Source: an optimization exercise on an open RTL-to-GDS flow (aim: small area). Production flows keep margins and buffers that such runs may drop. At most, simulation tests tie the RTL to the original design; equivalence was not proved. Power and IR drop assume default switching activity.

==> xenon <==
## slide_puzzle
module slide_puzzle(
	input clk,
	input resetn,
	input [3: 0] KEY,
	output [7: 0] x,
	output [6: 0] y,
	output [2: 0] colour,
	output [6: 0] HEX0,
	output [6: 0] HEX1,
	output [6: 0] HEX2,
	output [6: 0] HEX3,
	output [6: 0] HEX4,
	output [6: 0] HEX5
);
	wire ifInGame, ifGameOver, ifWin;
	wire [3: 0] minute, sec1, sec0, cnt1, cnt0;
	wire [5: 0] cnt2;
	reg [2: 0] go;
	always @(posedge clk)
	begin
		if (KEY[3] == 1'b0)
			go <= 3'b001;
		else if (KEY[2] == 1'b0)
			go <= 3'b010;
		else if (KEY[1] == 1'b0)
			go <= 3'b011;
		else if (KEY[0] == 1'b0)
			go <= 3'b100;
		else
			go <= 3'b000;
	end
	game g0(
		.clk(clk),
		.resetn(resetn),
		.go(go),
		.xOut(x),
		.yOut(y),
		.colourOut(colour),
		.minuteOut(minute),
		.sec1(sec1),
		.sec0(sec0),
		.cnt2(cnt2),
		.cnt1(cnt1),
		.cnt0(cnt0),
		.ifInGame(ifInGame),
		.ifGameOver(ifGameOver),
		.ifWin(ifWin)
	);
  ...
==> module clear, before the edit <==
module clear(clk, enable, resetn, colorOut, xOut, yOut);
	input clk, enable, resetn;
	output [2: 0] colorOut;
	output [7: 0] xOut;
	output [6: 0] yOut;
	reg [6:0] x;  
	reg [6:0] y;
	wire endY = enable & (y == 7'd116);
	wire endX = endY & (x == 7'd116);
	always @(posedge clk)
	begin
		y <= (resetn == 1'b0 || endY) ? 7'd0 : y + enable;
		x <= (resetn == 1'b0 || endX) ? 7'd0 : x + endY;
	end
	assign xOut = {1'b0, x};
	assign yOut = y;
	assign colorOut = 3'b000;
endmodule
clock: 20.0 ns
lec_check: 0
abc_area: 1
cap_margin: 20
core_margin: 2
core_utilization: 40
cts_buf_list: sky130_fd_sc_hd__clkbuf_8
cts_cluster_diameter: 110
cts_cluster_size: 14
slew_margin: 20
standard.sh (not shown) runs the stock make flow with config.mk's settings and CLKGATE_MAP_FILE= SYNTH_SCRIPT=/design/flow/synth_recipe.tcl, a recipe that flattens the netlist after the stock synthesis.
==> flow/flow/run.sh <==
#!/bin/bash
# Layout flow: the standard flow, with one step added after synthesis and
# one setting changed.
# - After the standard synthesis (standard.sh synth, unchanged), the
#   combinational logic of its netlist is re-mapped by ABC with an
#   area-oriented script (abc_area.abc); every register instance keeps its
#   name and cell. resynth.py proves the result equivalent to the standard
#   netlist (Yosys, registers paired by name) before it replaces it.
# - The port buffers are buf_1 cells.
# The layout steps are standard.sh's. Each tool's output is in its own log.
set -euo pipefail
WORK=$(pwd)
RES=$WORK/orfs/results/$FLOW_PLATFORM/slide_puzzle/base
LIB=$FLOW_HOME/platforms/$FLOW_PLATFORM/lib/sky130_fd_sc_hd__tt_025C_1v80.lib

# 1. the standard synthesis
bash $WORK/standard.sh synth > $WORK/synth.log 2>&1
cp $RES/1_2_yosys.v $WORK/standard_netlist.v

# 2. re-map the logic; the new netlist replaces the standard one (make then
#    rebuilds 1_synth.odb from it)
python3 $WORK/flow/resynth.py $WORK/standard_netlist.v $WORK/resynth.v $LIB $WORK/flow/abc_area.abc $WORK > $WORK/resynth_py.log 2>&1
cp $WORK/resynth.v $RES/1_2_yosys.v
touch $RES/1_2_yosys.v

# 3. layout
export BUFFER_PORTS_ARGS="-buffer_cell sky130_fd_sc_hd__buf_1"
bash $WORK/standard.sh > $WORK/layout.log 2>&1
==> flow/flow/abc_area.abc <==
strash
&get -n
&deepsyn -T 300
&put
dch -f
amap
strash
dch -f
amap
Other scripts of this flow, unchanged in this note and not shown: flow/flow/resynth.py
==> zinc: changes against xenon <==
--- a/flow/design.v
+++ b/flow/design.v
@@ -273,14 +273,30 @@
 	output [7: 0] xOut;
 	output [6: 0] yOut;
-	reg [6:0] x;  
-	reg [6:0] y;
-	wire endY = enable & (y == 7'd116);
-	wire endX = endY & (x == 7'd116);
+	reg [7:0]x;
+	reg [6:0]y;
 	always @(posedge clk)
 	begin
-		y <= (resetn == 1'b0 || endY) ? 7'd0 : y + enable;
-		x <= (resetn == 1'b0 || endX) ? 7'd0 : x + endY;
+		if (resetn == 0)
+			begin
+				x <= 0;
+				y <= 0;
+			end
+		else if (enable == 1'b1)
+			begin
+				if (y == 7'd116 && x != 8'd116)
+					begin
+						y <= 0;
+						x <= x + 1;
+					end
+				else if (y == 7'd116 && x == 8'd116)
+					begin
+						x <= 0;
+						y <= 0;
+					end
+				else
+					y <= y + 1;
+			end
 	end
-	assign xOut = {1'b0, x};
+	assign xOut = x;
 	assign yOut = y;
 	assign colorOut = 3'b000;
==> flow/flow/abc_area.abc (replaced) <==
strash
&get -n
&deepsyn -T 60
&put
dch -f
amap
==> qor summary <==
metric                                                          zinc           xenon
Die Y                                                         246 µm          245 µm
Critical path depth                                               47              50
Sw Pwr                                                        694 µW          382 µW
Number of inserted filler cells in the final layout             5973            5945
Placed wire-length estimate after detailed placement        58100 µm        53100 µm
Clock sink count                                                 477             476
Post-route minimum period                                   18310 ps        16620 ps
Chip Width                                                    246 µm          245 µm
Routed vias/inst                                                5.80            5.67
First-pass GRT wire length                                 122000 µm       116000 µm
Ratio of total power to cell area                        78.9 mW/mm²     61.1 mW/mm²
Transition time of the tightest slew-check pin               1030 ps          967 ps
Run status                                            finished clean  finished clean
Instance count of the mapped netlist                            3203            3207
Port bufs                                                         65              64


==> tundra: inputs <==
Another version of the RTL of slide_puzzle (not shown whole).
==> module countDown, before the edit <==
module countDown(clk, resetn, lvl, minuteOut, s1, s0);
	input clk, resetn;
	input [1: 0] lvl;
	output reg [3: 0] minuteOut;
	output [3: 0] s1;  
	output reg [3: 0] s0;  
	reg [9: 0] cnt;
	reg [2: 0] s1r;
	assign s1 = {1'b0, s1r};
	wire tick = (cnt == 10'd690);
	always @(posedge clk)
	begin
		if (resetn == 1'b0)
			begin
				cnt <= 10'd0;
				minuteOut <= (lvl == 2'd1) ? 4'd9 : (lvl == 2'd2) ? 4'd5 : (lvl == 2'd3) ? 4'd2 : 4'd0;
				s1r <= (lvl != 2'd0) ? 3'd5 : 3'd0;
				s0 <= (lvl != 2'd0) ? 4'd9 : 4'd0;
			end
		else
			begin
				cnt <= tick ? 10'd0 : {cnt[8:0], ~(cnt[9] ^ cnt[6])};
				if (tick)
					begin
						if (s1r != 3'd0 || s0 != 4'd0)
							begin
								if (s0 == 4'd0)
									begin
										s0 <= 4'd9;
										s1r <= s1r - 1'b1;
									end
								else
									s0 <= s0 - 1'b1;
							end
						else if (minuteOut != 4'd0)
							begin
								s1r <= 3'd5;
								s0 <= 4'd9;
								minuteOut <= minuteOut - 1'b1;
							end
					end
			end
	end
endmodule
Settings: LEC_CHECK=0, ABC_AREA=1, CAP_MARGIN=20, CORE_MARGIN=2, CORE_UTILIZATION=40, CTS_BUF_LIST=sky130_fd_sc_hd__clkbuf_4, SLEW_MARGIN=20; clock period 20.0 ns.
==> flow/flow/run.sh <==
#!/bin/bash
# Layout flow: the standard ORFS flow, except that synthesis maps the logic
# with an area-oriented ABC script (abc_area.abc) instead of ORFS's. Every step
# before ABC (and so every register, its name and its cell) is the standard
# synthesis's; the layout steps are standard.sh's.
set -euo pipefail
WORK=$(pwd)
FLOWDIR=$WORK/flow

# 1. synthesis: synth_recipe.tcl with the ABC script replaced
sed -e "s#@ABC_SCRIPT@#$FLOWDIR/abc_area.abc#" -e "s#@DONE@#$WORK/own_abc.done#" $FLOWDIR/synth_area.tcl > $WORK/synth_area.tcl
cat $WORK/synth_recipe.tcl >> $WORK/synth_area.tcl
# the same make command standard.sh runs, with our synthesis script
CMD=$(grep '^make ' $WORK/standard.sh | sed -e "s#SYNTH_SCRIPT=[^ ]*#SYNTH_SCRIPT=$WORK/synth_area.tcl#" -e 's#"${@:-finish}"#ADDER_MAP_FILE= synth#')
eval "$CMD" > $WORK/synth.log 2>&1
test -f $WORK/own_abc.done

# 2. layout: standard.sh from floorplan to finish (synthesis is up to date)
bash $WORK/standard.sh > $WORK/layout.log 2>&1
==> flow/flow/abc_area.abc <==
strash
&get -n
&deepsyn -T 60
&put
dch -f
amap
==> flow/flow/synth_area.tcl <==
# Replaces the script of every abc call by @ABC_SCRIPT@; all other arguments
# (liberty, don't-use cells, constraints) are ORFS's.
proc abc {args} {
  set i [lsearch -exact $args -script]
  if {$i >= 0} { set args [lreplace $args $i [expr {$i + 1}] -script @ABC_SCRIPT@] }
  yosys abc {*}$args
  close [open @DONE@ w]
}
==> lagoon (differences from tundra) <==
--- a/flow/design.v
+++ b/flow/design.v
@@ -316,39 +316,36 @@
 	input clk, resetn;
 	input [1: 0] lvl;
 	output reg [3: 0] minuteOut;
-	output [3: 0] s1;  
+	output reg [3: 0] s1;  
 	output reg [3: 0] s0;  
-	reg [9: 0] cnt;
-	reg [2: 0] s1r;
-	assign s1 = {1'b0, s1r};
-	wire tick = (cnt == 10'd690);
+	reg [9: 0] cnt;  
 	always @(posedge clk)
 	begin
 		if (resetn == 1'b0)
 			begin
-				cnt <= 10'd0;
+				cnt <= 10'd999;
 				minuteOut <= (lvl == 2'd1) ? 4'd9 : (lvl == 2'd2) ? 4'd5 : (lvl == 2'd3) ? 4'd2 : 4'd0;
-				s1r <= (lvl != 2'd0) ? 3'd5 : 3'd0;
+				s1 <= (lvl != 2'd0) ? 4'd5 : 4'd0;
 				s0 <= (lvl != 2'd0) ? 4'd9 : 4'd0;
 			end
 		else
 			begin
-				cnt <= tick ? 10'd0 : {cnt[8:0], ~(cnt[9] ^ cnt[6])};
-				if (tick)
+				cnt <= (cnt == 10'd0) ? 10'd999 : cnt - 1'b1;
+				if (cnt == 10'd0)
 					begin
-						if (s1r != 3'd0 || s0 != 4'd0)
+						if (s1 != 4'd0 || s0 != 4'd0)
 							begin
 								if (s0 == 4'd0)
 									begin
 										s0 <= 4'd9;
-										s1r <= s1r - 1'b1;
+										s1 <= s1 - 1'b1;
 									end
 								else
 									s0 <= s0 - 1'b1;
 							end
 						else if (minuteOut != 4'd0)
 							begin
-								s1r <= 3'd5;
+								s1 <= 4'd5;
 								s0 <= 4'd9;
 								minuteOut <= minuteOut - 1'b1;
 							end
==> flow/run.sh (new file) <==
#!/bin/bash
# synth_recipe.tcl (not shown) runs the flow's synth.tcl, then flattens the netlist and writes it again
# the make line also repeats each setting of config.mk as NAME=value (left out here)
make -C /OpenROAD-flow-scripts/flow DESIGN_CONFIG=/design/flow/config.mk WORK_HOME=/design/flow/orfs CLKGATE_MAP_FILE= SYNTH_SCRIPT=/design/flow/synth_recipe.tcl finish
- CTS_BUF_LIST: sky130_fd_sc_hd__clkbuf_4 -> not set
removed: flow/flow/run.sh
removed: flow/flow/abc_area.abc
removed: flow/flow/synth_area.tcl
removed: flow/standard.sh
==> amber (differences from tundra) <==
--- a/flow/design.v
+++ b/flow/design.v
@@ -316,39 +316,36 @@
 	input clk, resetn;
 	input [1: 0] lvl;
 	output reg [3: 0] minuteOut;
-	output [3: 0] s1;  
+	output reg [3: 0] s1;  
 	output reg [3: 0] s0;  
-	reg [9: 0] cnt;
-	reg [2: 0] s1r;
-	assign s1 = {1'b0, s1r};
-	wire tick = (cnt == 10'd690);
+	reg [9: 0] cnt;  
 	always @(posedge clk)
 	begin
 		if (resetn == 1'b0)
 			begin
-				cnt <= 10'd0;
+				cnt <= 10'd999;
 				minuteOut <= (lvl == 2'd1) ? 4'd9 : (lvl == 2'd2) ? 4'd5 : (lvl == 2'd3) ? 4'd2 : 4'd0;
-				s1r <= (lvl != 2'd0) ? 3'd5 : 3'd0;
+				s1 <= (lvl != 2'd0) ? 4'd5 : 4'd0;
 				s0 <= (lvl != 2'd0) ? 4'd9 : 4'd0;
 			end
 		else
 			begin
-				cnt <= tick ? 10'd0 : {cnt[8:0], ~(cnt[9] ^ cnt[6])};
-				if (tick)
+				cnt <= (cnt == 10'd0) ? 10'd999 : cnt - 1'b1;
+				if (cnt == 10'd0)
 					begin
-						if (s1r != 3'd0 || s0 != 4'd0)
+						if (s1 != 4'd0 || s0 != 4'd0)
 							begin
 								if (s0 == 4'd0)
 									begin
 										s0 <= 4'd9;
-										s1r <= s1r - 1'b1;
+										s1 <= s1 - 1'b1;
 									end
 								else
 									s0 <= s0 - 1'b1;
 							end
 						else if (minuteOut != 4'd0)
 							begin
-								s1r <= 3'd5;
+								s1 <= 4'd5;
 								s0 <= 4'd9;
 								minuteOut <= minuteOut - 1'b1;
 							end
--- a/flow/flow/run.sh
+++ b/flow/flow/run.sh
@@ -11,7 +11,7 @@
 sed -e "s#@ABC_SCRIPT@#$FLOWDIR/abc_area.abc#" -e "s#@DONE@#$WORK/own_abc.done#" $FLOWDIR/synth_area.tcl > $WORK/synth_area.tcl
 cat $WORK/synth_recipe.tcl >> $WORK/synth_area.tcl
 # the same make command standard.sh runs, with our synthesis script
-CMD=$(grep '^make ' $WORK/standard.sh | sed -e "s#SYNTH_SCRIPT=[^ ]*#SYNTH_SCRIPT=$WORK/synth_area.tcl#" -e 's#"${@:-finish}"#ADDER_MAP_FILE= synth#')
+CMD=$(grep '^make ' $WORK/standard.sh | sed -e "s#SYNTH_SCRIPT=[^ ]*#SYNTH_SCRIPT=$WORK/synth_area.tcl#" -e 's#"${@:-finish}"#synth#')
 eval "$CMD" > $WORK/synth.log 2>&1
 test -f $WORK/own_abc.done
 
- CTS_BUF_LIST: sky130_fd_sc_hd__clkbuf_4 -> not set
==> willow (differences from tundra) <==
- CTS_BUF_LIST: sky130_fd_sc_hd__clkbuf_4 -> sky130_fd_sc_hd__clkbuf_2 sky130_fd_sc_hd__clkbuf_4 sky130_fd_sc_hd__clkbuf_8
==> metrics.csv <==
stage,metric,value,unit
finish,buffering overhead,2.99,%
global_routing,initial antenna violation count,3,
floorplan,die height,249,microns
hold_path,Hold Path Origin,g0.g1.f0.last_last_state[4],
placement,DP Area,0.0258,sq mm
global_routing,met2 Track Usage GR,37.1,%
drt,vias per inst,5.78,
outcome,status,finished clean,
synthesis,Post-synth top cells,"647 x nor2_1, 412 x clkinv_1, 387 x dfxtp_1, 281 x nand2_1, 247 x o21ai_0",
clock_network,CTS clock-pin slew for the worst setup and hold paths,0.07,ns
timing,crit path time final,16.85,ns
global_routing,gr usage total,24.5,%
That was tundra.
==> metrics.csv <==
stage,metric,value,unit
finish,buffering overhead,2.43,%
pwr,Top pwr grp,sequential cells,
global_routing,first-pass GRT wire length,136,mm
timing,crit path time final,14.13,ns
placement,DP Area,0.0322,sq mm
hold_path,Worst Hold Depth,0,
synthesis,Post-synth top cells,"756 x nand2_1, 634 x nor2_1, 629 x inv_1, 387 x dfxtp_1",
pwr,LEAKAGE,14.5,nW
outcome,status,finished clean,
floorplan,num tapcells,978,
drt,vias per inst,5.26,
floorplan,die height,280,microns
global_routing,met2 Track Usage GR,34.5,%
pwr,pwr dens,79.1,mW/mm^2
synthesis,"EDFF count, synth",98,
hold_path,Hold Path Origin,g0.g1.f0.last_last_state[0],
global_routing,gr usage total,21.2,%
That was lagoon.
==> metrics.csv <==
stage,metric,value,unit
outcome,status,finished clean,
global_routing,initial antenna violation count,2,
global_routing,met2 Track Usage GR,38.2,%
floorplan,die height,264,microns
floorplan,Rows,95,
clock_network,CTS clock-pin slew for the worst setup and hold paths,0.06,ns
drt,vias per inst,5.71,
synthesis,Post-synth top cells,"580 x nor2_1, 395 x clkinv_1, 387 x dfxtp_1, 250 x nand2_1, 228 x o21ai_0",
hold_path,Hold Path Origin,g0.g1.f0.last_last_state[4],
global_routing,gr usage total,22.9,%
timing,crit path time final,17.04,ns
placement,DP Area,0.0291,sq mm
That was amber.
==> metrics.csv <==
stage,metric,value,unit
timing,crit path time final,16.51,ns
outcome,status,finished clean,
floorplan,die height,249,microns
synthesis,Post-synth top cells,"647 x nor2_1, 412 x clkinv_1, 387 x dfxtp_1, 281 x nand2_1, 247 x o21ai_0",
synthesis,"flops & latches, synth",484,
global_routing,initial antenna violation count,1,
clock_network,CTS clock-pin slew for the worst setup and hold paths,0.06,ns
global_routing,gr usage total,24.3,%
setup_path,CP startpoint kind,flip-flop,
placement,DP Area,0.0258,sq mm
That was willow.
Only the layout flow was run in tundra and willow; the RTL was not checked for function there.

[separate check: timing with driven ports]
No port has a modelled driver above. Below, the same layouts with a new extraction and two added sets of constraints.
Step 1 assumes that a clkbuf_16 drives the clock port and a buf_2 every other input.
Step 2, shift: input delay + t, output delay - t, t = (earliest + latest rising clock arrival at the registers) / 2. This alone moves slack from input paths to output paths.
a / b / c = ideal / step 1 / step 2; a / b = the first two.
run | t (ns) | slack for setup (ns) | slew at the worst register clock pin (ns)
xenon | 0.702 | 3.377 / 3.320 / 4.022 | 0.10 / 0.10
zinc | 0.714 | 1.691 / 1.624 / 2.339 | 0.11 / 0.11
tundra | 1.015 | 3.152 / 3.093 / 4.108 | 0.07 / 0.07
lagoon | 0.673 | 5.873 / 5.811 / 6.485 | 0.07 / 0.07
amber | 0.687 | 2.961 / 2.897 / 3.584 | 0.07 / 0.07
willow | 0.728 | 3.488 / 3.425 / 4.152 | 0.07 / 0.07
After both steps setup and hold are still met in every run listed.
